This design comes from an exercise in tuning for small area on the open sky130 flow, not from production work.
Function was checked by simulation only, so behaviour that the tests miss may differ from the original.
Power is estimated from default activity; no workload was simulated.

Design custom_alu_top, start of the top module:
module custom_alu_top(
    input             CLK,
    input      [31:0] RA,
    input      [31:0] RB,
    input      [4:0]  ALU_OP,
    output reg [31:0] Y,
    output reg        C
    );
reg [31:0] ra_q;
reg [31:0] rb_q;
reg [4:0]  op_q;
wire [31:0] y_d;
wire        c_d;
custom_alu CUSTOM_ALU(
.RA(ra_q),
.RB(rb_q),
.ALU_OP(op_q),
.Y(y_d),
.C(c_d)
);
always @(posedge CLK) begin
    ra_q <= RA;
    rb_q <= RB;
    op_q <= ALU_OP;
    Y    <= y_d;
    C    <= c_d;
end
endmodule
Size in the first run: about 3700 cells after synthesis, ~100 flip-flops, ~100 I/O pins, ~33000 um2 of cells after synthesis.
export LEC_CHECK = 0
export CAP_MARGIN = 20
export CORE_MARGIN = 2
export CORE_UTILIZATION = 40
export CTS_CLUSTER_DIAMETER = 60
export CTS_CLUSTER_SIZE = 10
export SLEW_MARGIN = 20
export SYNTH_HIERARCHICAL = 1
create_clock -name core_clock -period 75.0 [get_ports {CLK}]
standard.sh (not shown) runs the stock make flow with config.mk's settings and CLKGATE_MAP_FILE= SYNTH_SCRIPT=/design/flow/synth_recipe.tcl, a recipe that flattens the netlist after the stock synthesis.
==> flow/flow/run.sh <==
#!/bin/bash
# Standard layout, except that the port buffers use the smallest buffer cell
# (sky130_fd_sc_hd__buf_1) instead of the one buffer_ports picks by default,
# and ORFS's power recovery (downsizing cells on paths with slack) runs after
# global routing.
set -e
export BUFFER_PORTS_ARGS="-buffer_cell sky130_fd_sc_hd__buf_1"
export RECOVER_POWER=100
bash standard.sh > standard_sh.log 2>&1
The first run ran to the end with no violations.
Then changed:
==> flow/flow/run.sh (replaced) <==
#!/bin/bash
# Standard layout, except that the port buffers use the smallest buffer cell
# (sky130_fd_sc_hd__buf_1) instead of the one buffer_ports picks by default.
set -e
export BUFFER_PORTS_ARGS="-buffer_cell sky130_fd_sc_hd__buf_1"
bash standard.sh > standard_sh.log 2>&1
Settings changed: CAP_MARGIN 20 to 0, SLEW_MARGIN 20 to 0.
The new run passed the timing, design-rule and antenna checks.
Total power hardly moves.
Setup slack gains 73 ps.
Via count increases by 0.31%.
Core utilization barely changes.
Critical path depth decreases by 1.
Then changed:
==> flow/run.sh (new file) <==
#!/bin/bash
# synth_recipe.tcl (not shown) runs the flow's synth.tcl, then flattens the netlist and writes it again
# the make line also repeats each setting of config.mk as NAME=value (left out here)
make -C /OpenROAD-flow-scripts/flow DESIGN_CONFIG=/design/flow/config.mk WORK_HOME=/design/flow/orfs CLKGATE_MAP_FILE= SYNTH_SCRIPT=/design/flow/synth_recipe.tcl finish
Settings changed: CAP_MARGIN 0 to 20, SLEW_MARGIN 0 to 20.
removed: flow/flow/run.sh
removed: flow/standard.sh
Outcome:
- The new run completed without violations
- global-route usage hardly moves
- clock power decreases by about 4%
- total power increases by 1.4%
- critical path depth increases by 2
- die area is unchanged
- synthesized area does not change
- utilization increases by 0.80 points
- sequential share of layout area decreases by 0.11 points
- non-clock buffer count increases by 4
- clock skew increases by 8.7 ps

---

Another version of the RTL of custom_alu_top (not shown whole).
For scale: about 100 flip-flops, roughly 100 I/O pins, ~32000 um2 of cells after synthesis.
export LEC_CHECK = 0
export CAP_MARGIN = 20
export CORE_MARGIN = 2
export CORE_UTILIZATION = 40
export CTS_CLUSTER_DIAMETER = 60
export CTS_CLUSTER_SIZE = 10
export SLEW_MARGIN = 20
export SYNTH_HIERARCHICAL = 1
create_clock -name core_clock -period 75.0 [get_ports {CLK}]
run.sh (not shown) runs the stock make flow with config.mk's settings and CLKGATE_MAP_FILE= SYNTH_SCRIPT=/design/flow/synth_recipe.tcl, a recipe that flattens the netlist after the stock synthesis.
Stock flow here: none of the scripts above is used.
The baseline completed with no timing, DRC or antenna violations.
Edit:
Settings changed: CORE_UTILIZATION 40 to 45, SETUP_SLACK_MARGIN set to -2.
Core utilization goes up by 4.8 points.
Clock skew climbs by 9.7 ps.
Setup slack degrades by 1700 ps.
Worst hold slack is better by 22 ps.
Edit:
==> flow/flow/run.sh (new file) <==
#!/bin/bash
# Standard layout, except that the port buffers use the smallest buffer cell
# (sky130_fd_sc_hd__buf_1) instead of the one buffer_ports picks by default.
set -e
export BUFFER_PORTS_ARGS="-buffer_cell sky130_fd_sc_hd__buf_1"
bash standard.sh > standard_sh.log 2>&1
==> flow/standard.sh (new file) <==
#!/bin/bash
# synth_recipe.tcl (not shown) runs the flow's synth.tcl, then flattens the netlist and writes it again
# the make line also repeats each setting of config.mk as NAME=value (left out here)
make -C /OpenROAD-flow-scripts/flow DESIGN_CONFIG=/design/flow/config.mk WORK_HOME=/design/flow/orfs CLKGATE_MAP_FILE= SYNTH_SCRIPT=/design/flow/synth_recipe.tcl "${@:-finish}"
Settings changed: CORE_UTILIZATION 45 to 40.
removed: flow/run.sh
Result: The new run passed the timing, design-rule and antenna checks; die area grows by 12%; cell area shrinks by 1.6%; register-to-register slack degrades by 400 ps; wire length grows by 0.39%; utilization shrinks by 6.2 points; count of clock-buffer cells in the layout grows by 1; clock power shrinks by about 4%.

re-timing with driven ports:
The results above use ideal ports. As a check the final layouts listed here were re-extracted and re-timed, cells and wires unchanged.
Step 1, drivers: a clkbuf_16 drives CLK and a buf_2 each remaining input, both assumed.
Step 2 moves the port delays by t, midway between the first and last clock arrival at a register: inputs arrive t later, outputs are due t later. That takes back most of the time a late clock gives input paths.
Three values: no drivers, after step 1, after step 2; two values: the first two.
| run | t, ns | slack for setup (ns) | worst hold slack (ns) |
|---|---|---|---|
| the first run of note 1 | 0.437 | 4.071 / 4.071 / 4.071 | 0.962 / 0.962 / 0.962 |
| the second run of note 1 | 0.436 | 4.143 / 4.143 / 4.143 | 0.958 / 0.958 / 0.958 |
| the third run of note 1 | 0.438 | 3.893 / 3.893 / 3.893 | 0.959 / 0.959 / 0.959 |
| the first run of note 2 | 0.455 | 5.158 / 5.158 / 5.158 | 0.856 / 0.856 / 0.856 |
| the second run of note 2 | 0.465 | 3.495 / 3.494 / 3.494 | 0.878 / 0.878 / 0.878 |
| the third run of note 2 | 0.458 | 3.096 / 3.096 / 3.096 | 0.839 / 0.839 / 0.839 |
After both steps every run listed still meets setup and hold. For the second run of note 2, which loses most, drivers alone change the setup slack by -0.001 ns; drivers and shift together by -0.001 ns.
